This design comes from an exercise in tuning for small area, a short achievable clock period and few clock cycles per item on the open sky130 flow, not from production work. The RTL was checked by simulation tests, not by an equivalence proof against the original design. Power and IR drop assume default switching activity.

==> design/flow/design.v <==
`timescale 1 ns / 1 ps
module sfa_mux4(
  input   wire  [ 3 : 0]   sel       ,
  input   wire  [ 3 : 0]   s_tvalid  ,
  input   wire  [31 : 0]   s0_tdata  ,
  input   wire  [31 : 0]   s1_tdata  ,
  input   wire  [31 : 0]   s2_tdata  ,
  input   wire  [31 : 0]   s3_tdata  ,
  output  wire  [ 3 : 0]   s_tready  ,
  input   wire             m_tready  ,
  output  wire             m_tvalid  ,
  output  wire  [31 : 0]   m_tdata
);
assign m_tvalid = |(sel & s_tvalid);
assign m_tdata  = ({32{sel[0]}} & s0_tdata) | ({32{sel[1]}} & s1_tdata) |
                  ({32{sel[2]}} & s2_tdata) | ({32{sel[3]}} & s3_tdata);
assign s_tready = sel & {4{m_tready}};
endmodule
`timescale 1 ns / 1 ps
module sfa_interconnect(
  output  wire            sn_tready     ,
  input   wire            sn_tvalid     ,
  input   wire  [31 : 0]  sn_tdata      ,
  output  wire            se_tready     ,
  input   wire            se_tvalid     ,
  input   wire  [31 : 0]  se_tdata      ,
  output  wire            ss_tready     ,
  input   wire            ss_tvalid     ,
  input   wire  [31 : 0]  ss_tdata      ,
  output  wire            sw_tready     ,
  input   wire            sw_tvalid     ,
  input   wire  [31 : 0]  sw_tdata      ,
  input   wire            mn_tready     ,
  output  wire            mn_tvalid     ,
  output  wire  [31 : 0]  mn_tdata      ,
  input   wire            me_tready     ,
  output  wire            me_tvalid     ,
  output  wire  [31 : 0]  me_tdata      ,
  input   wire            ms_tready     ,
  output  wire            ms_tvalid     ,
  output  wire  [31 : 0]  ms_tdata      ,
  input   wire            mw_tready     ,
  output  wire            mw_tvalid     ,
  output  wire  [31 : 0]  mw_tdata      ,
  input   wire            macc1_tready  ,
  output  wire            macc1_tvalid  ,
  output  wire  [31 : 0]  macc1_tdata   ,
  input   wire            macc2_tready  ,
  output  wire            macc2_tvalid  ,
  output  wire  [31 : 0]  macc2_tdata   ,
  output  wire            sacc_tready   ,
  input   wire            sacc_tvalid   ,
  input   wire  [31 : 0]  sacc_tdata    ,
  input   wire  [ 3 : 0]  selN          ,
  input   wire  [ 3 : 0]  selE          ,
  input   wire  [ 3 : 0]  selS          ,
  input   wire  [ 3 : 0]  selW          ,
  input   wire  [ 3 : 0]  selA1         ,
  input   wire  [ 3 : 0]  selA2
);
wire [3:0] rN, rE, rS, rW, rA1, rA2;
sfa_mux4 N_OUT_MUX (
  .sel(selN), .s_tvalid({sacc_tvalid, sw_tvalid, ss_tvalid, se_tvalid}),
  .s0_tdata(se_tdata), .s1_tdata(ss_tdata), .s2_tdata(sw_tdata), .s3_tdata(sacc_tdata),
  .s_tready(rN), .m_tready(mn_tready), .m_tvalid(mn_tvalid), .m_tdata(mn_tdata));
sfa_mux4 E_OUT_MUX (
  .sel(selE), .s_tvalid({sacc_tvalid, sw_tvalid, ss_tvalid, sn_tvalid}),
  .s0_tdata(sn_tdata), .s1_tdata(ss_tdata), .s2_tdata(sw_tdata), .s3_tdata(sacc_tdata),
  .s_tready(rE), .m_tready(me_tready), .m_tvalid(me_tvalid), .m_tdata(me_tdata));
sfa_mux4 S_OUT_MUX (
  .sel(selS), .s_tvalid({sacc_tvalid, sw_tvalid, se_tvalid, sn_tvalid}),
  .s0_tdata(sn_tdata), .s1_tdata(se_tdata), .s2_tdata(sw_tdata), .s3_tdata(sacc_tdata),
  .s_tready(rS), .m_tready(ms_tready), .m_tvalid(ms_tvalid), .m_tdata(ms_tdata));
sfa_mux4 W_OUT_MUX (
  .sel(selW), .s_tvalid({sacc_tvalid, ss_tvalid, se_tvalid, sn_tvalid}),
  .s0_tdata(sn_tdata), .s1_tdata(se_tdata), .s2_tdata(ss_tdata), .s3_tdata(sacc_tdata),
  .s_tready(rW), .m_tready(mw_tready), .m_tvalid(mw_tvalid), .m_tdata(mw_tdata));
sfa_mux4 ACC_IN1_MUX (
  .sel(selA1), .s_tvalid({sw_tvalid, ss_tvalid, se_tvalid, sn_tvalid}),
  .s0_tdata(sn_tdata), .s1_tdata(se_tdata), .s2_tdata(ss_tdata), .s3_tdata(sw_tdata),
  .s_tready(rA1), .m_tready(macc1_tready), .m_tvalid(macc1_tvalid), .m_tdata(macc1_tdata));
sfa_mux4 ACC_IN2_MUX (
  .sel(selA2), .s_tvalid({sw_tvalid, ss_tvalid, se_tvalid, sn_tvalid}),
  .s0_tdata(sn_tdata), .s1_tdata(se_tdata), .s2_tdata(ss_tdata), .s3_tdata(sw_tdata),
  .s_tready(rA2), .m_tready(macc2_tready), .m_tvalid(macc2_tvalid), .m_tdata(macc2_tdata));
assign sn_tready   = rE[0] | rS[0] | rW[0] | rA1[0] | rA2[0];
assign se_tready   = rN[0] | rS[1] | rW[1] | rA1[1] | rA2[1];
assign ss_tready   = rN[1] | rE[1] | rW[2] | rA1[2] | rA2[2];
assign sw_tready   = rN[2] | rE[2] | rS[2] | rA1[3] | rA2[3];
assign sacc_tready = rN[3] | rE[3] | rS[3] | rW[3];
endmodule
`timescale 1ns / 1ps
module sfa_control (
  output  wire             sCMD_tready   ,
  input   wire             sCMD_tvalid   ,
  input   wire  [31 : 0]   sCMD_tdata    ,
  input   wire             mRet_tready   ,
  output  wire             mRet_tvalid   ,
  output  wire  [31 : 0]   mRet_tdata    ,
  output  wire             start         ,
  output  wire             run           ,
  input   wire             fin1          ,
  input   wire             fin2          ,
  output  wire             ld1_mode      ,
  output  wire             ld1_index     ,
  output  wire             ld1_size      ,
  output  wire             ld2_mode      ,
  output  wire             ld2_index     ,
  output  wire             ld2_size      ,
  output  reg   [ 3 : 0]   selN          ,   
  output  reg   [ 3 : 0]   selE          ,   
  output  reg   [ 3 : 0]   selS          ,   
  output  reg   [ 3 : 0]   selW          ,   
  output  reg   [ 3 : 0]   selA1         ,   
  output  reg   [ 3 : 0]   selA2         ,   
  input   wire             ACLK          ,
  input   wire             ARESETN
);
  reg        busy;
  wire       take = sCMD_tvalid & ~busy;
  wire [7:0] op   = sCMD_tdata[31:24];
  assign sCMD_tready = ~busy;
  assign start       = take & (op == 8'h0A);
  assign run         = busy;
  assign mRet_tvalid = busy & fin1 & fin2;
  assign mRet_tdata  = 32'h0000FFFF;
  assign ld1_mode  = take & (op == 8'h11);
  assign ld1_index = take & (op == 8'h12);
  assign ld1_size  = take & (op == 8'h13);
  assign ld2_mode  = take & (op == 8'h21);
  assign ld2_index = take & (op == 8'h22);
  assign ld2_size  = take & (op == 8'h23);
  function [3:0] onehot;
    input [3:0] code;
    input [3:0] c0, c1, c2, c3;
    onehot = {code == c3, code == c2, code == c1, code == c0};
  endfunction
  always @(posedge ACLK) begin
    if (take & (op == 8'h01)) begin
      selA1 <= onehot(sCMD_tdata[23:20], 4'd1, 4'd2, 4'd3, 4'd4);
      selA2 <= onehot(sCMD_tdata[19:16], 4'd1, 4'd2, 4'd3, 4'd4);
      selN  <= onehot(sCMD_tdata[15:12], 4'd2, 4'd3, 4'd4, 4'd5);
      selE  <= onehot(sCMD_tdata[11: 8], 4'd1, 4'd3, 4'd4, 4'd5);
      selS  <= onehot(sCMD_tdata[ 7: 4], 4'd1, 4'd2, 4'd4, 4'd5);
      selW  <= onehot(sCMD_tdata[ 3: 0], 4'd1, 4'd2, 4'd3, 4'd5);
    end
  end
  always @(posedge ACLK) begin
    if (!ARESETN)
      busy <= 1'b0;
    else if (start)
      busy <= 1'b1;
    else if (mRet_tvalid & mRet_tready)
      busy <= 1'b0;
  end
endmodule
`timescale 1 ns / 1 ps
module sfa_bif(
  output wire             bram_en       ,
  output wire  [ 3 : 0]   bram_we       ,
  output wire  [31 : 0]   bram_addr     ,
  output wire  [31 : 0]   bram_din      ,
  input  wire  [31 : 0]   bram_dout     ,
  output wire             sBIF_tready   ,
  input  wire             sBIF_tvalid   ,
  input  wire  [31 : 0]   sBIF_tdata    ,
  input  wire             mBIF_tready   ,
  output wire             mBIF_tvalid   ,
  output wire  [31 : 0]   mBIF_tdata    ,
  input  wire             start         ,
  input  wire             run           ,
  output wire             fin           ,
  input  wire             ld_mode       ,
  input  wire             ld_index      ,
  input  wire             ld_size       ,
  input  wire  [23 : 0]   cfg           ,
  input  wire             ACLK          ,
  input  wire             ARESETN
);
reg             mode ;
reg   [11 : 0]  addr ;
reg   [12 : 0]  cnt  ;
reg             nz   ;    
reg             last ;    
reg             v    ;
wire rd   = (run | start) & ~mode & nz & (~v | mBIF_tready);
wire wr   = run & mode & nz & sBIF_tvalid;
wire step = rd | wr;
assign sBIF_tready = run & mode & nz;
assign mBIF_tvalid = v;
assign mBIF_tdata  = bram_dout;
assign bram_en     = ~run | rd | wr;
assign bram_we     = {4{wr}};
assign bram_addr   = {18'd0, addr, 2'd0};
assign bram_din    = sBIF_tdata;
assign fin         = (~nz & ~v) | (wr & last);
always @(posedge ACLK) begin
  if (ld_mode)
    mode <= cfg[0];
  if (ld_index)
    addr <= cfg[11:0];
  else if (step)
    addr <= addr + 12'd1;
  if (ld_size) begin
    cnt  <= cfg[12:0];
    nz   <= |cfg[12:0];
    last <= (cfg[12:0] == 13'd1);
  end
  else if (step) begin
    cnt  <= cnt - 13'd1;
    nz   <= ~last;
    last <= (cnt == 13'd2);
  end
end
always @(posedge ACLK) begin
  if (!ARESETN)
    v <= 1'b0;
  else
    v <= rd | (v & ~mBIF_tready);
end
endmodule
`timescale 1 ns / 1 ps
module sfa_switch #(
  parameter ROW = 0,
  parameter COL = 0
)(
  output  wire            sv_tready     ,
  input   wire            sv_tvalid     ,
  input   wire  [31 : 0]  sv_tdata      ,
  input   wire            mv_tready     ,
  output  wire            mv_tvalid     ,
  output  wire  [31 : 0]  mv_tdata      ,
  output  wire            sh_tready     ,
  input   wire            sh_tvalid     ,
  input   wire  [31 : 0]  sh_tdata      ,
  input   wire            mh_tready     ,
  output  wire            mh_tvalid     ,
  output  wire  [31 : 0]  mh_tdata      ,
  input   wire            macc1_tready  ,
  output  wire            macc1_tvalid  ,
  output  wire  [31 : 0]  macc1_tdata   ,
  input   wire            macc2_tready  ,
  output  wire            macc2_tvalid  ,
  output  wire  [31 : 0]  macc2_tdata   ,
  output  wire            sacc_tready   ,
  input   wire            sacc_tvalid   ,
  input   wire  [31 : 0]  sacc_tdata    ,
  output  wire            sCMD_tready   ,
  input   wire            sCMD_tvalid   ,
  input   wire  [31 : 0]  sCMD_tdata    ,
  input   wire            mRet_tready   ,
  output  wire            mRet_tvalid   ,
  output  wire  [31 : 0]  mRet_tdata    ,
  output  wire            bram1_en      ,
  output  wire  [ 3 : 0]  bram1_we      ,
  output  wire  [31 : 0]  bram1_addr    ,
  output  wire  [31 : 0]  bram1_din     ,
  input   wire  [31 : 0]  bram1_dout    ,
  output  wire            bram2_en      ,
  output  wire  [ 3 : 0]  bram2_we      ,
  output  wire  [31 : 0]  bram2_addr    ,
  output  wire  [31 : 0]  bram2_din     ,
  input   wire  [31 : 0]  bram2_dout    ,
  input   wire            ACLK          ,
  input   wire            ARESETN
);
wire [3:0] selN, selE, selS, selW, selA1, selA2;
wire       start, run, fin1, fin2;
wire       ld1_mode, ld1_index, ld1_size, ld2_mode, ld2_index, ld2_size;
wire        b1r_tready, b1r_tvalid;  wire [31:0] b1r_tdata;
wire        b1w_tready, b1w_tvalid;  wire [31:0] b1w_tdata;
wire        b2r_tready, b2r_tvalid;  wire [31:0] b2r_tdata;
wire        b2w_tready, b2w_tvalid;  wire [31:0] b2w_tdata;
wire        sn_tready, sn_tvalid;  wire [31:0] sn_tdata;
wire        se_tready, se_tvalid;  wire [31:0] se_tdata;
wire        ss_tready, ss_tvalid;  wire [31:0] ss_tdata;
wire        sw_tready, sw_tvalid;  wire [31:0] sw_tdata;
wire        mn_tready, mn_tvalid;  wire [31:0] mn_tdata;
wire        me_tready, me_tvalid;  wire [31:0] me_tdata;
wire        ms_tready, ms_tvalid;  wire [31:0] ms_tdata;
wire        mw_tready, mw_tvalid;  wire [31:0] mw_tdata;
generate
if (ROW == 0) begin : g_row0
  assign sn_tvalid = b1r_tvalid;  assign sn_tdata = b1r_tdata;  assign b1r_tready = sn_tready;
  assign b1w_tvalid = mn_tvalid;  assign b1w_tdata = mn_tdata;  assign mn_tready = b1w_tready;
  assign ss_tvalid = sv_tvalid;   assign ss_tdata = sv_tdata;   assign sv_tready = ss_tready;
  assign mv_tvalid = ms_tvalid;   assign mv_tdata = ms_tdata;   assign ms_tready = mv_tready;
end
else begin : g_row1
  assign ss_tvalid = b1r_tvalid;  assign ss_tdata = b1r_tdata;  assign b1r_tready = ss_tready;
  assign b1w_tvalid = ms_tvalid;  assign b1w_tdata = ms_tdata;  assign ms_tready = b1w_tready;
  assign sn_tvalid = sv_tvalid;   assign sn_tdata = sv_tdata;   assign sv_tready = sn_tready;
  assign mv_tvalid = mn_tvalid;   assign mv_tdata = mn_tdata;   assign mn_tready = mv_tready;
end
if (COL == 0) begin : g_col0
  assign sw_tvalid = b2r_tvalid;  assign sw_tdata = b2r_tdata;  assign b2r_tready = sw_tready;
  assign b2w_tvalid = mw_tvalid;  assign b2w_tdata = mw_tdata;  assign mw_tready = b2w_tready;
  assign se_tvalid = sh_tvalid;   assign se_tdata = sh_tdata;   assign sh_tready = se_tready;
  assign mh_tvalid = me_tvalid;   assign mh_tdata = me_tdata;   assign me_tready = mh_tready;
end
else begin : g_col1
  assign se_tvalid = b2r_tvalid;  assign se_tdata = b2r_tdata;  assign b2r_tready = se_tready;
  assign b2w_tvalid = me_tvalid;  assign b2w_tdata = me_tdata;  assign me_tready = b2w_tready;
  assign sw_tvalid = sh_tvalid;   assign sw_tdata = sh_tdata;   assign sh_tready = sw_tready;
  assign mh_tvalid = mw_tvalid;   assign mh_tdata = mw_tdata;   assign mw_tready = mh_tready;
end
endgenerate
sfa_interconnect u_interconnect(
  .sn_tready(sn_tready), .sn_tvalid(sn_tvalid), .sn_tdata(sn_tdata),
  .se_tready(se_tready), .se_tvalid(se_tvalid), .se_tdata(se_tdata),
  .ss_tready(ss_tready), .ss_tvalid(ss_tvalid), .ss_tdata(ss_tdata),
  .sw_tready(sw_tready), .sw_tvalid(sw_tvalid), .sw_tdata(sw_tdata),
  .mn_tready(mn_tready), .mn_tvalid(mn_tvalid), .mn_tdata(mn_tdata),
  .me_tready(me_tready), .me_tvalid(me_tvalid), .me_tdata(me_tdata),
  .ms_tready(ms_tready), .ms_tvalid(ms_tvalid), .ms_tdata(ms_tdata),
  .mw_tready(mw_tready), .mw_tvalid(mw_tvalid), .mw_tdata(mw_tdata),
  .macc1_tready(macc1_tready), .macc1_tvalid(macc1_tvalid), .macc1_tdata(macc1_tdata),
  .macc2_tready(macc2_tready), .macc2_tvalid(macc2_tvalid), .macc2_tdata(macc2_tdata),
  .sacc_tready(sacc_tready), .sacc_tvalid(sacc_tvalid), .sacc_tdata(sacc_tdata),
  .selN(selN), .selE(selE), .selS(selS), .selW(selW), .selA1(selA1), .selA2(selA2)
);
sfa_control u_control(
  .sCMD_tready(sCMD_tready), .sCMD_tvalid(sCMD_tvalid), .sCMD_tdata(sCMD_tdata),
  .mRet_tready(mRet_tready), .mRet_tvalid(mRet_tvalid), .mRet_tdata(mRet_tdata),
  .start(start), .run(run), .fin1(fin1), .fin2(fin2),
  .ld1_mode(ld1_mode), .ld1_index(ld1_index), .ld1_size(ld1_size),
  .ld2_mode(ld2_mode), .ld2_index(ld2_index), .ld2_size(ld2_size),
  .selN(selN), .selE(selE), .selS(selS), .selW(selW), .selA1(selA1), .selA2(selA2),
  .ACLK(ACLK), .ARESETN(ARESETN)
);
sfa_bif u_bif1(
  .bram_en(bram1_en), .bram_we(bram1_we), .bram_addr(bram1_addr),
  .bram_din(bram1_din), .bram_dout(bram1_dout),
  .sBIF_tready(b1w_tready), .sBIF_tvalid(b1w_tvalid), .sBIF_tdata(b1w_tdata),
  .mBIF_tready(b1r_tready), .mBIF_tvalid(b1r_tvalid), .mBIF_tdata(b1r_tdata),
  .start(start), .run(run), .fin(fin1),
  .ld_mode(ld1_mode), .ld_index(ld1_index), .ld_size(ld1_size), .cfg(sCMD_tdata[23:0]),
  .ACLK(ACLK), .ARESETN(ARESETN)
);
sfa_bif u_bif2(
  .bram_en(bram2_en), .bram_we(bram2_we), .bram_addr(bram2_addr),
  .bram_din(bram2_din), .bram_dout(bram2_dout),
  .sBIF_tready(b2w_tready), .sBIF_tvalid(b2w_tvalid), .sBIF_tdata(b2w_tdata),
  .mBIF_tready(b2r_tready), .mBIF_tvalid(b2r_tvalid), .mBIF_tdata(b2r_tdata),
  .start(start), .run(run), .fin(fin2),
  .ld_mode(ld2_mode), .ld_index(ld2_index), .ld_size(ld2_size), .cfg(sCMD_tdata[23:0]),
  .ACLK(ACLK), .ARESETN(ARESETN)
);
endmodule
`timescale 1 ns / 1 ps
module sfa_link #(
  parameter KIND = 3
)(
  output  wire            s_tready      ,
  input   wire            s_tvalid      ,
  input   wire  [31 : 0]  s_tdata       ,
  input   wire            m_tready      ,
  output  wire            m_tvalid      ,
  output  wire  [31 : 0]  m_tdata       ,
  input   wire            ACLK          ,
  input   wire            ARESETN
);
generate
if (KIND == 0) begin : g_wire
  assign s_tready = m_tready;
  assign m_tvalid = s_tvalid;
  assign m_tdata  = s_tdata;
end
else if (KIND == 1) begin : g_fwd
  reg             out_valid;
  reg   [31 : 0]  out_data;
  assign s_tready = ~out_valid | m_tready;
  assign m_tvalid = out_valid;
  assign m_tdata  = out_data;
  always @(posedge ACLK) begin
    if (!ARESETN)
      out_valid <= 1'b0;
    else if (s_tready)
      out_valid <= s_tvalid;
  end
  always @(posedge ACLK) begin
    if (s_tready)
      out_data <= s_tdata;
  end
end
else if (KIND == 2) begin : g_rdy
  reg             skid_valid;
  reg   [31 : 0]  skid_data;
  assign s_tready = ~skid_valid;
  assign m_tvalid = skid_valid | s_tvalid;
  assign m_tdata  = skid_valid ? skid_data : s_tdata;
  always @(posedge ACLK) begin
    if (!ARESETN)
      skid_valid <= 1'b0;
    else if (skid_valid)
      skid_valid <= ~m_tready;
    else
      skid_valid <= s_tvalid & ~m_tready;
  end
  always @(posedge ACLK) begin
    if (~skid_valid)
      skid_data <= s_tdata;
  end
end
else begin : g_slice
  reg             out_valid ;
  reg   [31 : 0]  out_data  ;
  reg             skid_valid;
  reg   [31 : 0]  skid_data ;
  assign s_tready = ~skid_valid;
  assign m_tvalid = out_valid;
  assign m_tdata  = out_data;
  always @(posedge ACLK) begin
    if (!ARESETN) begin
      out_valid  <= 1'b0;
      skid_valid <= 1'b0;
    end
    else begin
      if (~out_valid | m_tready) begin
        if (skid_valid) begin
          out_valid  <= 1'b1;
          out_data   <= skid_data;
          skid_valid <= 1'b0;
        end
        else begin
          out_valid  <= s_tvalid;
          out_data   <= s_tdata;
        end
      end
      else if (s_tvalid & ~skid_valid) begin
        skid_valid <= 1'b1;
        skid_data  <= s_tdata;
      end
    end
  end
end
endgenerate
endmodule
`timescale 1 ns / 1 ps
module sfa_2x2(
  input   wire            u_switch_00_macc1_tready,
  output  wire            u_switch_00_macc1_tvalid,
  output  wire  [31 : 0]  u_switch_00_macc1_tdata ,
  input   wire            u_switch_00_macc2_tready,
  output  wire            u_switch_00_macc2_tvalid,
  output  wire  [31 : 0]  u_switch_00_macc2_tdata ,
  output  wire            u_switch_00_sacc_tready ,
  input   wire            u_switch_00_sacc_tvalid ,
  input   wire  [31 : 0]  u_switch_00_sacc_tdata  ,
  output  wire            u_switch_00_sCMD_tready ,
  input   wire            u_switch_00_sCMD_tvalid ,
  input   wire  [31 : 0]  u_switch_00_sCMD_tdata  ,
  input   wire            u_switch_00_mRet_tready ,
  output  wire            u_switch_00_mRet_tvalid ,
  output  wire  [31 : 0]  u_switch_00_mRet_tdata  ,
  input   wire            u_switch_01_macc1_tready,
  output  wire            u_switch_01_macc1_tvalid,
  output  wire  [31 : 0]  u_switch_01_macc1_tdata ,
  input   wire            u_switch_01_macc2_tready,
  output  wire            u_switch_01_macc2_tvalid,
  output  wire  [31 : 0]  u_switch_01_macc2_tdata ,
  output  wire            u_switch_01_sacc_tready ,
  input   wire            u_switch_01_sacc_tvalid ,
  input   wire  [31 : 0]  u_switch_01_sacc_tdata  ,
  output  wire            u_switch_01_sCMD_tready ,
  input   wire            u_switch_01_sCMD_tvalid ,
  input   wire  [31 : 0]  u_switch_01_sCMD_tdata  ,
  input   wire            u_switch_01_mRet_tready ,
  output  wire            u_switch_01_mRet_tvalid ,
  output  wire  [31 : 0]  u_switch_01_mRet_tdata  ,
  input   wire            u_switch_10_macc1_tready,
  output  wire            u_switch_10_macc1_tvalid,
  output  wire  [31 : 0]  u_switch_10_macc1_tdata ,
  input   wire            u_switch_10_macc2_tready,
  output  wire            u_switch_10_macc2_tvalid,
  output  wire  [31 : 0]  u_switch_10_macc2_tdata ,
  output  wire            u_switch_10_sacc_tready ,
  input   wire            u_switch_10_sacc_tvalid ,
  input   wire  [31 : 0]  u_switch_10_sacc_tdata  ,
  output  wire            u_switch_10_sCMD_tready ,
  input   wire            u_switch_10_sCMD_tvalid ,
  input   wire  [31 : 0]  u_switch_10_sCMD_tdata  ,
  input   wire            u_switch_10_mRet_tready ,
  output  wire            u_switch_10_mRet_tvalid ,
  output  wire  [31 : 0]  u_switch_10_mRet_tdata  ,
  input   wire            u_switch_11_macc1_tready,
  output  wire            u_switch_11_macc1_tvalid,
  output  wire  [31 : 0]  u_switch_11_macc1_tdata ,
  input   wire            u_switch_11_macc2_tready,
  output  wire            u_switch_11_macc2_tvalid,
  output  wire  [31 : 0]  u_switch_11_macc2_tdata ,
  output  wire            u_switch_11_sacc_tready ,
  input   wire            u_switch_11_sacc_tvalid ,
  input   wire  [31 : 0]  u_switch_11_sacc_tdata  ,
  output  wire            u_switch_11_sCMD_tready ,
  input   wire            u_switch_11_sCMD_tvalid ,
  input   wire  [31 : 0]  u_switch_11_sCMD_tdata  ,
  input   wire            u_switch_11_mRet_tready ,
  output  wire            u_switch_11_mRet_tvalid ,
  output  wire  [31 : 0]  u_switch_11_mRet_tdata  ,
  output  wire            u_bif_00_1_bram_en     ,
  output  wire  [ 3 : 0]  u_bif_00_1_bram_we     ,
  output  wire  [31 : 0]  u_bif_00_1_bram_addr   ,
  output  wire  [31 : 0]  u_bif_00_1_bram_din    ,
  input   wire  [31 : 0]  u_bif_00_1_bram_dout   ,
  output  wire            u_bif_00_2_bram_en     ,
  output  wire  [ 3 : 0]  u_bif_00_2_bram_we     ,
  output  wire  [31 : 0]  u_bif_00_2_bram_addr   ,
  output  wire  [31 : 0]  u_bif_00_2_bram_din    ,
  input   wire  [31 : 0]  u_bif_00_2_bram_dout   ,
  output  wire            u_bif_01_1_bram_en     ,
  output  wire  [ 3 : 0]  u_bif_01_1_bram_we     ,
  output  wire  [31 : 0]  u_bif_01_1_bram_addr   ,
  output  wire  [31 : 0]  u_bif_01_1_bram_din    ,
  input   wire  [31 : 0]  u_bif_01_1_bram_dout   ,
  output  wire            u_bif_01_2_bram_en     ,
  output  wire  [ 3 : 0]  u_bif_01_2_bram_we     ,
  output  wire  [31 : 0]  u_bif_01_2_bram_addr   ,
  output  wire  [31 : 0]  u_bif_01_2_bram_din    ,
  input   wire  [31 : 0]  u_bif_01_2_bram_dout   ,
  output  wire            u_bif_10_1_bram_en     ,
  output  wire  [ 3 : 0]  u_bif_10_1_bram_we     ,
  output  wire  [31 : 0]  u_bif_10_1_bram_addr   ,
  output  wire  [31 : 0]  u_bif_10_1_bram_din    ,
  input   wire  [31 : 0]  u_bif_10_1_bram_dout   ,
  output  wire            u_bif_10_2_bram_en     ,
  output  wire  [ 3 : 0]  u_bif_10_2_bram_we     ,
  output  wire  [31 : 0]  u_bif_10_2_bram_addr   ,
  output  wire  [31 : 0]  u_bif_10_2_bram_din    ,
  input   wire  [31 : 0]  u_bif_10_2_bram_dout   ,
  output  wire            u_bif_11_1_bram_en     ,
  output  wire  [ 3 : 0]  u_bif_11_1_bram_we     ,
  output  wire  [31 : 0]  u_bif_11_1_bram_addr   ,
  output  wire  [31 : 0]  u_bif_11_1_bram_din    ,
  input   wire  [31 : 0]  u_bif_11_1_bram_dout   ,
  output  wire            u_bif_11_2_bram_en     ,
  output  wire  [ 3 : 0]  u_bif_11_2_bram_we     ,
  output  wire  [31 : 0]  u_bif_11_2_bram_addr   ,
  output  wire  [31 : 0]  u_bif_11_2_bram_din    ,
  input   wire  [31 : 0]  u_bif_11_2_bram_dout   ,
  input   wire            ACLK,
  input   wire            ARESETN
);
  localparam K_00_01 = 3;
  localparam K_01_00 = 0;
  localparam K_10_11 = 0;
  localparam K_11_10 = 3;
  localparam K_00_10 = 3;
  localparam K_10_00 = 0;
  localparam K_01_11 = 0;
  localparam K_11_01 = 3;
  wire            l00_01_s_tready;
  wire            l00_01_s_tvalid;
  wire  [31 : 0]  l00_01_s_tdata;
  wire            l00_01_m_tready;
  wire            l00_01_m_tvalid;
  wire  [31 : 0]  l00_01_m_tdata;
  wire            l01_00_s_tready;
  wire            l01_00_s_tvalid;
  wire  [31 : 0]  l01_00_s_tdata;
  wire            l01_00_m_tready;
  wire            l01_00_m_tvalid;
  wire  [31 : 0]  l01_00_m_tdata;
  wire            l10_11_s_tready;
  wire            l10_11_s_tvalid;
  wire  [31 : 0]  l10_11_s_tdata;
  wire            l10_11_m_tready;
  wire            l10_11_m_tvalid;
  wire  [31 : 0]  l10_11_m_tdata;
  wire            l11_10_s_tready;
  wire            l11_10_s_tvalid;
  wire  [31 : 0]  l11_10_s_tdata;
  wire            l11_10_m_tready;
  wire            l11_10_m_tvalid;
  wire  [31 : 0]  l11_10_m_tdata;
  wire            l00_10_s_tready;
  wire            l00_10_s_tvalid;
  wire  [31 : 0]  l00_10_s_tdata;
  wire            l00_10_m_tready;
  wire            l00_10_m_tvalid;
  wire  [31 : 0]  l00_10_m_tdata;
  wire            l10_00_s_tready;
  wire            l10_00_s_tvalid;
  wire  [31 : 0]  l10_00_s_tdata;
  wire            l10_00_m_tready;
  wire            l10_00_m_tvalid;
  wire  [31 : 0]  l10_00_m_tdata;
  wire            l01_11_s_tready;
  wire            l01_11_s_tvalid;
  wire  [31 : 0]  l01_11_s_tdata;
  wire            l01_11_m_tready;
  wire            l01_11_m_tvalid;
  wire  [31 : 0]  l01_11_m_tdata;
  wire            l11_01_s_tready;
  wire            l11_01_s_tvalid;
  wire  [31 : 0]  l11_01_s_tdata;
  wire            l11_01_m_tready;
  wire            l11_01_m_tvalid;
  wire  [31 : 0]  l11_01_m_tdata;
  sfa_link #(.KIND(K_00_01)) u_link_00_01 (
    .s_tready(l00_01_s_tready), .s_tvalid(l00_01_s_tvalid), .s_tdata(l00_01_s_tdata),
    .m_tready(l00_01_m_tready), .m_tvalid(l00_01_m_tvalid), .m_tdata(l00_01_m_tdata),
    .ACLK(ACLK), .ARESETN(ARESETN));
  sfa_link #(.KIND(K_01_00)) u_link_01_00 (
    .s_tready(l01_00_s_tready), .s_tvalid(l01_00_s_tvalid), .s_tdata(l01_00_s_tdata),
    .m_tready(l01_00_m_tready), .m_tvalid(l01_00_m_tvalid), .m_tdata(l01_00_m_tdata),
    .ACLK(ACLK), .ARESETN(ARESETN));
  sfa_link #(.KIND(K_10_11)) u_link_10_11 (
    .s_tready(l10_11_s_tready), .s_tvalid(l10_11_s_tvalid), .s_tdata(l10_11_s_tdata),
    .m_tready(l10_11_m_tready), .m_tvalid(l10_11_m_tvalid), .m_tdata(l10_11_m_tdata),
    .ACLK(ACLK), .ARESETN(ARESETN));
  sfa_link #(.KIND(K_11_10)) u_link_11_10 (
    .s_tready(l11_10_s_tready), .s_tvalid(l11_10_s_tvalid), .s_tdata(l11_10_s_tdata),
    .m_tready(l11_10_m_tready), .m_tvalid(l11_10_m_tvalid), .m_tdata(l11_10_m_tdata),
    .ACLK(ACLK), .ARESETN(ARESETN));
  sfa_link #(.KIND(K_00_10)) u_link_00_10 (
    .s_tready(l00_10_s_tready), .s_tvalid(l00_10_s_tvalid), .s_tdata(l00_10_s_tdata),
    .m_tready(l00_10_m_tready), .m_tvalid(l00_10_m_tvalid), .m_tdata(l00_10_m_tdata),
    .ACLK(ACLK), .ARESETN(ARESETN));
  sfa_link #(.KIND(K_10_00)) u_link_10_00 (
    .s_tready(l10_00_s_tready), .s_tvalid(l10_00_s_tvalid), .s_tdata(l10_00_s_tdata),
    .m_tready(l10_00_m_tready), .m_tvalid(l10_00_m_tvalid), .m_tdata(l10_00_m_tdata),
    .ACLK(ACLK), .ARESETN(ARESETN));
  sfa_link #(.KIND(K_01_11)) u_link_01_11 (
    .s_tready(l01_11_s_tready), .s_tvalid(l01_11_s_tvalid), .s_tdata(l01_11_s_tdata),
    .m_tready(l01_11_m_tready), .m_tvalid(l01_11_m_tvalid), .m_tdata(l01_11_m_tdata),
    .ACLK(ACLK), .ARESETN(ARESETN));
  sfa_link #(.KIND(K_11_01)) u_link_11_01 (
    .s_tready(l11_01_s_tready), .s_tvalid(l11_01_s_tvalid), .s_tdata(l11_01_s_tdata),
    .m_tready(l11_01_m_tready), .m_tvalid(l11_01_m_tvalid), .m_tdata(l11_01_m_tdata),
    .ACLK(ACLK), .ARESETN(ARESETN));
  sfa_switch #(.ROW(0), .COL(0)) u_switch_00 (
    .sv_tready(l10_00_m_tready), .sv_tvalid(l10_00_m_tvalid), .sv_tdata(l10_00_m_tdata),
    .mv_tready(l00_10_s_tready), .mv_tvalid(l00_10_s_tvalid), .mv_tdata(l00_10_s_tdata),
    .sh_tready(l01_00_m_tready), .sh_tvalid(l01_00_m_tvalid), .sh_tdata(l01_00_m_tdata),
    .mh_tready(l00_01_s_tready), .mh_tvalid(l00_01_s_tvalid), .mh_tdata(l00_01_s_tdata),
    .macc1_tready(u_switch_00_macc1_tready), .macc1_tvalid(u_switch_00_macc1_tvalid), .macc1_tdata(u_switch_00_macc1_tdata),
    .macc2_tready(u_switch_00_macc2_tready), .macc2_tvalid(u_switch_00_macc2_tvalid), .macc2_tdata(u_switch_00_macc2_tdata),
    .sacc_tready(u_switch_00_sacc_tready), .sacc_tvalid(u_switch_00_sacc_tvalid), .sacc_tdata(u_switch_00_sacc_tdata),
    .sCMD_tready(u_switch_00_sCMD_tready), .sCMD_tvalid(u_switch_00_sCMD_tvalid), .sCMD_tdata(u_switch_00_sCMD_tdata),
    .mRet_tready(u_switch_00_mRet_tready), .mRet_tvalid(u_switch_00_mRet_tvalid), .mRet_tdata(u_switch_00_mRet_tdata),
    .bram1_en(u_bif_00_1_bram_en), .bram1_we(u_bif_00_1_bram_we), .bram1_addr(u_bif_00_1_bram_addr),
    .bram1_din(u_bif_00_1_bram_din), .bram1_dout(u_bif_00_1_bram_dout),
    .bram2_en(u_bif_00_2_bram_en), .bram2_we(u_bif_00_2_bram_we), .bram2_addr(u_bif_00_2_bram_addr),
    .bram2_din(u_bif_00_2_bram_din), .bram2_dout(u_bif_00_2_bram_dout),
    .ACLK(ACLK), .ARESETN(ARESETN));
  sfa_switch #(.ROW(0), .COL(1)) u_switch_01 (
    .sv_tready(l11_01_m_tready), .sv_tvalid(l11_01_m_tvalid), .sv_tdata(l11_01_m_tdata),
    .mv_tready(l01_11_s_tready), .mv_tvalid(l01_11_s_tvalid), .mv_tdata(l01_11_s_tdata),
    .sh_tready(l00_01_m_tready), .sh_tvalid(l00_01_m_tvalid), .sh_tdata(l00_01_m_tdata),
    .mh_tready(l01_00_s_tready), .mh_tvalid(l01_00_s_tvalid), .mh_tdata(l01_00_s_tdata),
    .macc1_tready(u_switch_01_macc1_tready), .macc1_tvalid(u_switch_01_macc1_tvalid), .macc1_tdata(u_switch_01_macc1_tdata),
    .macc2_tready(u_switch_01_macc2_tready), .macc2_tvalid(u_switch_01_macc2_tvalid), .macc2_tdata(u_switch_01_macc2_tdata),
    .sacc_tready(u_switch_01_sacc_tready), .sacc_tvalid(u_switch_01_sacc_tvalid), .sacc_tdata(u_switch_01_sacc_tdata),
    .sCMD_tready(u_switch_01_sCMD_tready), .sCMD_tvalid(u_switch_01_sCMD_tvalid), .sCMD_tdata(u_switch_01_sCMD_tdata),
    .mRet_tready(u_switch_01_mRet_tready), .mRet_tvalid(u_switch_01_mRet_tvalid), .mRet_tdata(u_switch_01_mRet_tdata),
    .bram1_en(u_bif_01_1_bram_en), .bram1_we(u_bif_01_1_bram_we), .bram1_addr(u_bif_01_1_bram_addr),
    .bram1_din(u_bif_01_1_bram_din), .bram1_dout(u_bif_01_1_bram_dout),
    .bram2_en(u_bif_01_2_bram_en), .bram2_we(u_bif_01_2_bram_we), .bram2_addr(u_bif_01_2_bram_addr),
    .bram2_din(u_bif_01_2_bram_din), .bram2_dout(u_bif_01_2_bram_dout),
    .ACLK(ACLK), .ARESETN(ARESETN));
  sfa_switch #(.ROW(1), .COL(0)) u_switch_10 (
    .sv_tready(l00_10_m_tready), .sv_tvalid(l00_10_m_tvalid), .sv_tdata(l00_10_m_tdata),
    .mv_tready(l10_00_s_tready), .mv_tvalid(l10_00_s_tvalid), .mv_tdata(l10_00_s_tdata),
    .sh_tready(l11_10_m_tready), .sh_tvalid(l11_10_m_tvalid), .sh_tdata(l11_10_m_tdata),
    .mh_tready(l10_11_s_tready), .mh_tvalid(l10_11_s_tvalid), .mh_tdata(l10_11_s_tdata),
    .macc1_tready(u_switch_10_macc1_tready), .macc1_tvalid(u_switch_10_macc1_tvalid), .macc1_tdata(u_switch_10_macc1_tdata),
    .macc2_tready(u_switch_10_macc2_tready), .macc2_tvalid(u_switch_10_macc2_tvalid), .macc2_tdata(u_switch_10_macc2_tdata),
    .sacc_tready(u_switch_10_sacc_tready), .sacc_tvalid(u_switch_10_sacc_tvalid), .sacc_tdata(u_switch_10_sacc_tdata),
    .sCMD_tready(u_switch_10_sCMD_tready), .sCMD_tvalid(u_switch_10_sCMD_tvalid), .sCMD_tdata(u_switch_10_sCMD_tdata),
    .mRet_tready(u_switch_10_mRet_tready), .mRet_tvalid(u_switch_10_mRet_tvalid), .mRet_tdata(u_switch_10_mRet_tdata),
    .bram1_en(u_bif_10_1_bram_en), .bram1_we(u_bif_10_1_bram_we), .bram1_addr(u_bif_10_1_bram_addr),
    .bram1_din(u_bif_10_1_bram_din), .bram1_dout(u_bif_10_1_bram_dout),
    .bram2_en(u_bif_10_2_bram_en), .bram2_we(u_bif_10_2_bram_we), .bram2_addr(u_bif_10_2_bram_addr),
    .bram2_din(u_bif_10_2_bram_din), .bram2_dout(u_bif_10_2_bram_dout),
    .ACLK(ACLK), .ARESETN(ARESETN));
  sfa_switch #(.ROW(1), .COL(1)) u_switch_11 (
    .sv_tready(l01_11_m_tready), .sv_tvalid(l01_11_m_tvalid), .sv_tdata(l01_11_m_tdata),
    .mv_tready(l11_01_s_tready), .mv_tvalid(l11_01_s_tvalid), .mv_tdata(l11_01_s_tdata),
    .sh_tready(l10_11_m_tready), .sh_tvalid(l10_11_m_tvalid), .sh_tdata(l10_11_m_tdata),
    .mh_tready(l11_10_s_tready), .mh_tvalid(l11_10_s_tvalid), .mh_tdata(l11_10_s_tdata),
    .macc1_tready(u_switch_11_macc1_tready), .macc1_tvalid(u_switch_11_macc1_tvalid), .macc1_tdata(u_switch_11_macc1_tdata),
    .macc2_tready(u_switch_11_macc2_tready), .macc2_tvalid(u_switch_11_macc2_tvalid), .macc2_tdata(u_switch_11_macc2_tdata),
    .sacc_tready(u_switch_11_sacc_tready), .sacc_tvalid(u_switch_11_sacc_tvalid), .sacc_tdata(u_switch_11_sacc_tdata),
    .sCMD_tready(u_switch_11_sCMD_tready), .sCMD_tvalid(u_switch_11_sCMD_tvalid), .sCMD_tdata(u_switch_11_sCMD_tdata),
    .mRet_tready(u_switch_11_mRet_tready), .mRet_tvalid(u_switch_11_mRet_tvalid), .mRet_tdata(u_switch_11_mRet_tdata),
    .bram1_en(u_bif_11_1_bram_en), .bram1_we(u_bif_11_1_bram_we), .bram1_addr(u_bif_11_1_bram_addr),
    .bram1_din(u_bif_11_1_bram_din), .bram1_dout(u_bif_11_1_bram_dout),
    .bram2_en(u_bif_11_2_bram_en), .bram2_we(u_bif_11_2_bram_we), .bram2_addr(u_bif_11_2_bram_addr),
    .bram2_din(u_bif_11_2_bram_din), .bram2_dout(u_bif_11_2_bram_dout),
    .ACLK(ACLK), .ARESETN(ARESETN));
endmodule
==> design/flow/flow/run.sh <==
#!/bin/bash
# Standard layout, with plain buf_1 cells as the port buffers.
set -o pipefail
export BUFFER_PORTS_ARGS="-buffer_cell sky130_fd_sc_hd__buf_1"

bash standard.sh > standard.log 2>&1
==> design/flow/standard.sh <==
#!/bin/bash
# synth_recipe.tcl (not shown) runs the flow's synth.tcl, then flattens the netlist and writes it again
# the make line also repeats each setting of config.mk as NAME=value (left out here)
make -C /OpenROAD-flow-scripts/flow DESIGN_CONFIG=/design/flow/config.mk WORK_HOME=/design/flow/orfs CLKGATE_MAP_FILE= SYNTH_SCRIPT=/design/flow/synth_recipe.tcl "${@:-finish}"
==> design/flow/config.mk <==
export PLATFORM = sky130hd
export DESIGN_NAME = sfa_2x2
export DESIGN_NICKNAME = sfa_2x2
export VERILOG_FILES = /design/flow/design.v
export SDC_FILE = /design/flow/constraint.sdc
export NUM_CORES = 8
export LEC_CHECK = 0
export CAP_MARGIN = 20
export CORE_AREA = 5 5 505 505
export DIE_AREA = 0 0 510 510
export PLACE_DENSITY = 0.6
export SETUP_SLACK_MARGIN = 4.0
export SLEW_MARGIN = 20
==> design/flow/constraint.sdc <==
create_clock -name core_clock -period 8.0 [get_ports {ACLK}]
set_input_delay 1.6000 -clock core_clock [delete_from_list [all_inputs] [get_ports {ACLK}]]
set_output_delay 1.6000 -clock core_clock [all_outputs]
set_load 0.01 [all_outputs]
==> reports/results.tsv, run 1 <==
metric	value	unit
postSynth.topFlopCell	edfxtp_1	
routabilityCongestion	0.996	
coreArea	249000	um^2
post_detailed_placement_half_perimeter_wirelength	293000	um
internal_power	5.83	mW
count_of_hold_fix_buffers_inserted_at_cts	0	
clockBufferDepth	3	
postPlaceCellArea	52600	um^2
yosys-mux-area-fraction	3.34	%
synth.top_cell.area_share	37.7	%
clkSlewWorstSetupHoldPaths	0.09	ns
postRouteAntennaNets	0	
crit_path_end_kind	primary output	
grt_first_pass_wirelength	473000	um
fmax	211	MHz
critPathArrivalTime	3.13	ns
detail_route.wl_per_cell	37.9	um
post-place-ws	2.34	ns
p_seq_share	42.3	%
avg_vias_per_cell	5.58	
critPathMaxStageDelay	0.32	ns
clk_pwr_share	47.0	%
drtIter0Drc	12400	
synth.avg_cell_area	8.77	um^2
drc	0	
synth_area	45800	um^2
layout-drive-gt1-share	23.2	%
synthSimpleGateAreaFrac	19.0	%
htree_levels	3	
critical_path.cell_chain	buf_8 -> a22o_4 -> a211oi_4 -> buf_12 -> nand2_4 -> a222oi_1 -> nand2_1 -> buf_2	
timing.critical_path.from_type	input port	
final_total_negative_setup_slack	0	ns
number_of_global_route_vias_before_repair	49400	
worst-slew-pin-transition	1.07	ns
netlist_instances	5229	
floorplan.initialDensity	18.4	%
tritoncts	yes	
yosysUniqueCellTypes	75	
ff2ff_path_depth	8	
portion_of_total_power_attributed_to_combinational_logic	10.7	%
power.density	130	nW/um^2
clock_skew	0.0730	ns
worst_hold_path.endpoint	u_link_00_10.genblk1.genblk1.g_slice.out_data[23]	
r2r_start	u_switch_00.u_control.selS[1]	
final_cell_mix	nand2_1 (1178), buf_1 (775), a22oi_1 (613)	
grt_usage	26.8	%
grt_setup_unrepaired	true	
dieArea	260000	um^2
synthTopCellsByArea	edfxtp_1 (38%), a22oi_1 (13%), nand2_1 (11%), a222oi_1 (8.7%), buf_4 (5.3%)	
num_io_pins	1490	
ys_seq_elements	596	
finalWorstPathRequiredPeriod	4.73	ns
fp.dieW	510	um
worst-path-stages	8	
edff_count_synth	576	
synth_async_sr_flop_share	0	%
dr.pass1.iters	15	
instance_count_after_placement_with_tap_cells_included	9387	
layout_commonest_cell	nand2_1	
synthToLayoutAreaGrowth	35.5	%
worst-r2r-setup-slack	4.20	ns
antenna_found_initial	103	
synth_xor_area_share	2.96	%
hold_path.class	reg -> reg	
crit_buf_inv	3	
io_buffer_count	1201	
synth-adder-area-share	0.655	%
run_status	timing/DRC/antenna clean	
worstHoldStart	u_link_00_10.genblk1.genblk1.g_slice.skid_data[23]	
die_h	510	um
final_design_area_no_fill	62100	um^2
max_cap_viol_count	0	
switching_part_of_the_total_power	27.6	%
synth_sequential_area_ratio	38.6	%
layout_worst_path_cycle_share	59.2	%
num_vias	54700	
synth-compound-area-share	25.7	%
peakVddDrop	0.000139	V
timing_worst_setup_path_type	in -> out	
leakage_power	21.9	nW
data_required_critical_path	6.40	ns
wl	372000	um
maximum_number_of_pins_on_one_net_before_global_route_repair	37	
family_of_cells_with_the_greatest_summed_delay_on_the_critical_path	compound AO/OA/AOI/OAI gates	
cell_type_with_the_highest_aggregate_area_in_the_netlist	edfxtp_1	
crit_slowest_cell	a222oi_1	
whs	0.529	ns
yosys_warnings	3	
worstSkewPairLatency	0.75	ns
globalRouteOverflowTotal	0	
synth_top_family_by_area	compound AO/OA/AOI/OAI gates	
clock-sinks	596	
slew_viol_final	0	
r2r_end	u_link_11_01.genblk1.genblk1.g_slice.skid_data[12]	
critPathMaxFanout	3	
fin_cells	9806	
hold_path_depth	1	
standard_cell_rows	183	
net-switching-power	2.23	mW
fin_ws	3.27	ns
nNetsFinal	6887	
final_count_of_hold_timing_violations	0	
root_buffer	clkbuf_16	
cts_inserted_buffers	82	
relSlewSlack	28.7	%
setup_violations	0	
final cells by class:
type / count / area (um^2)
antenna: 82 / 205
clock buffer: 89 / 2080
clock inverter: 60 / 632
fill: 27200 / 187000
inverter: 42 / 170
multi-input combinational: 4083 / 27300
sequential: 596 / 17700
tap: 3330 / 4170
timing repair buffer: 1524 / 9820
synthesized netlist by cell type (all sizes together), types with 11 or more instances:
cell and n:
inv 42, dfxtp 20, edfxtp 576, ha 24, a22oi 798, xor2 60, nor4 25, clkbuf 433
xnor2 95, nand3 51, a222oi 400, o21ai 48, mux2 136, or3 11, buf 361, or4 11
nor3b 17, and3 41, nand4 29, nor2 269, nor4bb 23, a31oi 17, nand2b 26, a21oi 170
nor4b 49, nor3 59, nand2 1327
flip-flops by register name, summed over array words and instances, names as in the netlist, 13 cells and up:
register	flops
u_switch_11.u_bif1.cnt	13
u_link_00_10.genblk1.genblk1.g_slice.skid_data	32
u_link_11_01.genblk1.genblk1.g_slice.skid_data	32
u_switch_00.u_bif2.cnt	13
u_switch_11.u_bif2.cnt	13
u_link_00_01.genblk1.genblk1.g_slice.out_data	32
u_link_11_10.genblk1.genblk1.g_slice.out_data	32
u_switch_00.u_bif1.cnt	13
u_switch_01.u_bif2.cnt	13
u_link_11_01.genblk1.genblk1.g_slice.out_data	32
u_switch_01.u_bif1.cnt	13
u_link_00_10.genblk1.genblk1.g_slice.out_data	32
u_link_11_10.genblk1.genblk1.g_slice.skid_data	32
u_switch_10.u_bif1.cnt	13
u_link_00_01.genblk1.genblk1.g_slice.skid_data	32
u_switch_10.u_bif2.cnt	13
per-stage QoR:
stage / util (%) / power (mW)
after floorplan: - / 3.84
after CTS: 24.5 / 8.08
after detailed placement: 21.2 / 4.12
after global placement: 21.2 / 4.11
final: 25.0 / 8.06
after global routing: 24.9 / 8.27
per-layer routing:
layer  track usage (%)  vias to the layer above  share of wire, %
li1                  -                    21800                 -
met3              12.7                     1251                15
met1              30.6                    26400                35
met2              39.6                     5203                42
met5             0.365                        -              0.14
met4              18.2                       60               8.7
worst max path at each step:
stage / startpoint / end / slack, ns
global route: u_switch_00_macc1_tready / u_switch_10_sacc_tready / 3.26
floorplan: u_switch_01_sCMD_tdata[31] / u_bif_01_1_bram_en / 3.83
global placement: u_switch_10_sacc_tvalid / u_bif_11_2_bram_en / 2.33
finish: u_switch_00_macc1_tready / u_switch_10_sacc_tready / 3.27
CTS: u_switch_00_macc1_tready / u_switch_10_sacc_tready / 3.20
detailed placement: u_switch_10_sacc_tvalid / u_bif_11_2_bram_en / 2.34
power by group through the flow:
stage / combinational, mW / clock, mW / sequential (mW)
finish: 0.859 / 3.79 / 3.41
floorplan: 0.371 / 0 / 3.47
global placement: 0.638 / 0 / 3.48
CTS: 0.803 / 3.87 / 3.41
detailed placement: 0.643 / 0 / 3.48
global route: 0.888 / 3.97 / 3.41
kinds of logic (layout without fill, tap and decap cells):
| family | Yosys count | after routing |
|---|---|---|
| AO/OA/AOI/OAI | 1498 | 1498 |
| adder cells (fa/ha/maj) | 24 | 24 |
| other | 2 | 370 |
| multiplexers | 136 | 136 |
| flip-flops | 596 | 596 |
| buffers and inverters | 836 | 1715 |
| XOR/XNOR | 155 | 155 |
| AND/OR/NAND/NOR | 1982 | 1982 |
repair_timing:
action / CTS / global route
endpoints found under the setup margin: 464 / 342
endpoints found under the hold margin: 0 / 0
resized for setup: 1407 / 220
pin swaps: 509 / 202
buffers inserted: 146 / 41
Testbench counts, summed over its fixed seeds: cycles 75,526, words 73,380.
==> run 2: changes to the inputs <==
==> design/flow/flow/run.sh (replaced) <==
#!/bin/bash
# Standard layout, with plain buf_1 cells as the port buffers.
set -o pipefail
export BUFFER_PORTS_ARGS="-buffer_cell sky130_fd_sc_hd__buf_1"
cp standard.sh standard.sh.txt 2>/dev/null
bash standard.sh > standard.log 2>&1
==> reports/results.tsv, run 2 <==
metric	value	unit	change
cell_type_with_the_highest_aggregate_area_in_the_netlist	edfxtp_1		unchanged
synth_area	45800	um^2	unchanged
synth.top_cell.area_share	37.7	%	unchanged
critPathArrivalTime	3.13	ns	about the same
post_detailed_placement_half_perimeter_wirelength	293000	um	unchanged
internal_power	5.83	mW	unchanged
leakage_power	21.9	nW	unchanged
whs	0.529	ns	unchanged
coreArea	249000	um^2	unchanged
clkSlewWorstSetupHoldPaths	0.09	ns	about the same
fin_ws	3.27	ns	unchanged
cts_inserted_buffers	82		unchanged
final_count_of_hold_timing_violations	0		unchanged
fp.dieW	510	um	unchanged
portion_of_total_power_attributed_to_combinational_logic	10.7	%	about the same
synth_async_sr_flop_share	0	%	unchanged
synthTopCellsByArea	edfxtp_1 (38%), a22oi_1 (13%), nand2_1 (11%), a222oi_1 (8.7%), buf_4 (5.3%)		unchanged
crit_path_end_kind	primary output		unchanged
p_seq_share	42.3	%	about the same
postSynth.topFlopCell	edfxtp_1		unchanged
ys_seq_elements	596		unchanged
clockBufferDepth	3		unchanged
num_vias	54700		unchanged
drtIter0Drc	12400		unchanged
edff_count_synth	576		unchanged
slew_viol_final	0		unchanged
wl	372000	um	unchanged
run_status	timing/DRC/antenna clean		unchanged
avg_vias_per_cell	5.58		unchanged
yosysUniqueCellTypes	75		unchanged
layout_commonest_cell	nand2_1		unchanged
num_io_pins	1490		unchanged
finalWorstPathRequiredPeriod	4.73	ns	unchanged
power.density	130	nW/um^2	unchanged
met2_usage_grt	39.6	%	unchanged
instance_count_after_placement_with_tap_cells_included	9387		unchanged
detail_route.wl_per_cell	37.9	um	unchanged
netlist_instances	5229		unchanged
number_of_global_route_vias_before_repair	49400		unchanged
fillCellCount	27200		unchanged
final_total_negative_setup_slack	0	ns	unchanged
grt_first_pass_wirelength	473000	um	unchanged
fmax	211	MHz	unchanged
worstSkewPairLatency	0.75	ns	about the same
count_leader_synth	nand2_1		unchanged
synthToLayoutAreaGrowth	35.5	%	unchanged
dieArea	260000	um^2	unchanged
gr-usage-met1	30.6	%	unchanged
root_buffer	clkbuf_16		unchanged
dr.pass1.iters	15		unchanged
peakVddDrop	0.000139	V	unchanged
tritoncts	yes		unchanged
grt_util_met3	12.7	%	unchanged
switching_part_of_the_total_power	27.6	%	unchanged
grt_usage	26.8	%	unchanged
htree_levels	3		unchanged
yosys_warnings	3		unchanged
crit_slowest_cell	a222oi_1		unchanged
post-place-ws	2.34	ns	unchanged
routabilityCongestion	0.996		unchanged
hold_path.class	reg -> reg		unchanged
layout_worst_path_cycle_share	59.2	%	unchanged
postRouteAntennaNets	0		unchanged
timing_worst_setup_path_type	in -> out		unchanged
maximum_number_of_pins_on_one_net_before_global_route_repair	37		unchanged
nNetsFinal	6887		unchanged
critPathMaxStageDelay	0.32	ns	about the same
floorplan.initialDensity	18.4	%	unchanged
final_cell_mix	nand2_1 (1178), buf_1 (775), a22oi_1 (613)		unchanged
data_required_critical_path	6.40	ns	about the same
timing.critical_path.from_type	input port		unchanged
setup_violations	0		unchanged
antenna_found_initial	103		unchanged
grt_setup_unrepaired	true		unchanged
net-switching-power	2.23	mW	unchanged
worst-r2r-setup-slack	4.20	ns	about the same
die_h	510	um	unchanged
synth_sequential_area_ratio	38.6	%	unchanged
io_buffer_count	1201		unchanged
layout-drive-gt1-share	23.2	%	unchanged
critPathMaxFanout	3		unchanged
clock-sinks	596		unchanged
max_cap_viol_count	0		unchanged
worst-slew-pin-transition	1.07	ns	unchanged
globalRouteOverflowTotal	0		unchanged
synth.avg_cell_area	8.77	um^2	unchanged
fin_cells	9806		unchanged
count_of_hold_fix_buffers_inserted_at_cts	0		unchanged
clock_skew	0.0730	ns	unchanged
clk_pwr_share	47.0	%	about the same
drc	0		unchanged
relSlewSlack	28.7	%	unchanged
synth_common_cells	nand2_1 (1325), a22oi_1 (798), edfxtp_1 (576), clkbuf_1 (432), a222oi_1 (400)		unchanged
grt_busiest_layer	met2		unchanged
critical_path.cell_chain	buf_8 -> a22o_4 -> a211oi_4 -> buf_12 -> nand2_4 -> a222oi_1 -> nand2_1 -> buf_2		unchanged
standard_cell_rows	183		unchanged
-- run 2: cell counts in the layout (fill, tap and decap cells not counted) --
Identical to the previous run, type by type.
-- run 2: final timing paths --
path                                                                         start                                            endpoint  cells after the start
worst max-delay path                                      u_switch_00_macc1_tready                             u_switch_10_sacc_tready                      8
worst min-delay path            u_link_00_10.genblk1.genblk1.g_slice.skid_data[23]   u_link_00_10.genblk1.genblk1.g_slice.out_data[23]                      1
worst max register to register                       u_switch_00.u_control.selS[1]  u_link_11_01.genblk1.genblk1.g_slice.skid_data[12]                      8
worst min register to register  u_link_00_10.genblk1.genblk1.g_slice.skid_data[23]   u_link_00_10.genblk1.genblk1.g_slice.out_data[23]                      1
-- run 2: critical path: cells and delay by family --
family,cells,cell delay (ns)
compound gates,3,0.78
buf+inv,3,0.47
simple gates,2,0.26
-- run 2: stage by stage --
step | area [um^2] | utilization, % | power (mW)
2_1_floorplan | 47200 | - | 3.84
3_3_place_gp | 52600 | 21.2 | 4.11
3_5_place_dp | 52600 | 21.2 | 4.12
4_1_cts | 61000 | 24.5 | 8.08
5_1_grt | 62000 | 24.9 | 8.27
6_report | 62100 | 25.0 | 8.06
-- run 2: area by class of cell --
cell class | instances | area (um^2) | area share, %
diodes | 82 | 205 | 0.330
clock buffers | 89 | 2080 | 3.35
clock inverters | 60 | 632 | 1.02
inverters | 42 | 170 | 0.274
multi-input cells | 4083 | 27300 | 44.0
flip-flops and latches | 596 | 17700 | 28.5
well taps | 3330 | 4170 | 6.71
repair buffers | 1524 | 9820 | 15.8
-- run 2: repair_timing --
action | in CTS | in global routing
setup endpoints to repair | 464 | 342
pin swaps | 509 | 202
hold endpoints to repair | 0 | 0
gates resized for setup | 1407 | 220
buffers inserted | 146 | 41
-- run 2: per-layer routing --
layer	share of wire, %	up-vias
li1	-	21800
met1	35	26400
met2	42	5203
met3	15	1251
met4	8.7	60
met5	0.14	-
-- run 2: logic make-up (layout without fill, tap and decap cells) --
kind of cell	after synthesis	after routing	synth area share [%]
xor gates and xnor gates	155	155	2.96
muxes	136	136	3.34
other	2	370	0.0164
adders and majority gates	24	24	0.655
DFF	596	596	38.6
buffers and inverters	836	1715	9.68
and+or+nand+nor	1982	1982	19.0
AOI/OAI and AO/OA	1498	1498	25.7
-- run 2: power groups by stage --
stage                     Sequential, mW  Combinational, mW  Clock, mW
after floorplan                     3.47              0.371          0
after global placement              3.48              0.638          0
after detailed placement            3.48              0.643          0
after CTS                           3.41              0.803       3.87
after global routing                3.41              0.888       3.97
final                               3.41              0.859       3.79
==> run 3: changes to the inputs <==
--- a/design/flow/config.mk
+++ b/design/flow/config.mk
@@ -6,8 +6,8 @@
 export NUM_CORES = 8
 export LEC_CHECK = 0
 export CAP_MARGIN = 20
-export CORE_AREA = 5 5 505 505
-export DIE_AREA = 0 0 510 510
-export PLACE_DENSITY = 0.6
+export CORE_MARGIN = 2
+export CORE_UTILIZATION = 60
+export PLACE_DENSITY = 0.7
 export SETUP_SLACK_MARGIN = 4.0
 export SLEW_MARGIN = 20
==> reports/results.tsv, run 3 <==
metric	value	unit	change
synth_area	45800	um^2	unchanged
outcome.stop_stage	I/O pin placement		
fp.dieW	280	um	was 510 um
synth_async_sr_flop_share	0	%	unchanged
synth_common_cells	nand2_1 (1325), a22oi_1 (798), edfxtp_1 (576), clkbuf_1 (432), a222oi_1 (400)		unchanged
count_leader_synth	nand2_1		unchanged
floorplan.initialDensity	60.4	%	was 18.4%
die_h	280	um	was 510 um
postSynth.topFlopCell	edfxtp_1		unchanged
run_status	aborted with a tool error		was timing/DRC/antenna clean
yosysUniqueCellTypes	75		unchanged
edff_count_synth	576		unchanged
synth_sequential_area_ratio	38.6	%	unchanged
run.stop_error	[ERROR PPL-0024] Number of IO pins (1490) exceeds maximum number of available positions (1010). Increase the die perimeter from 1121.54um to 2026.40um.		
standard_cell_rows	101		was 183
synthTopCellsByArea	edfxtp_1 (38%), a22oi_1 (13%), nand2_1 (11%), a222oi_1 (8.7%), buf_4 (5.3%)		unchanged
synth.avg_cell_area	8.77	um^2	unchanged
synth.top_cell.area_share	37.7	%	unchanged
netlist_instances	5229		unchanged
yosys_warnings	3		unchanged
ys_seq_elements	596		unchanged
cell_type_with_the_highest_aggregate_area_in_the_netlist	edfxtp_1		unchanged
-- run 3: cell counts after synthesis --
Identical to the previous run, type by type.
-- run 3: kinds of logic after synthesis --
kind of cell / count (synthesis) / share of synthesized area (%)
xor+xnor: 155 / 2.96
mux: 136 / 3.34
fa+ha+maj: 24 / 0.655
buf+inv: 836 / 9.68
compound gates: 1498 / 25.7
flops: 596 / 38.6
other cells: 2 / 0.0164
simple gates: 1982 / 19.0

[static timing again, ports no longer ideal]
The results above use ideal ports. As a check the final layouts listed here were re-extracted and re-timed, cells and wires unchanged.
Step 1 (the two cells are an assumption about what drives the block):
set clk [get_ports {ACLK}]
set_driving_cell -lib_cell sky130_fd_sc_hd__clkbuf_16 $clk
set_driving_cell -lib_cell sky130_fd_sc_hd__buf_2 [delete_from_list [all_inputs] $clk]
Step 2 times the ports against the registers' clock, not the clock port: input delays grow and output delays shrink by t, the midpoint of the rising clock arrivals with the driver on.
Three values: no drivers, after step 1, after step 2; two values: the first two.
run	t (ns)	setup WS [ns]	worst hold slack (ns)	worst setup path after step 2
run 1	0.806	3.266 / 3.206 / 3.206	0.529 / 0.529 / 0.529	input to output
run 2	0.806	3.266 / 3.206 / 3.206	0.529 / 0.529 / 0.529	input to output
After both steps setup and hold are still met in every run listed.
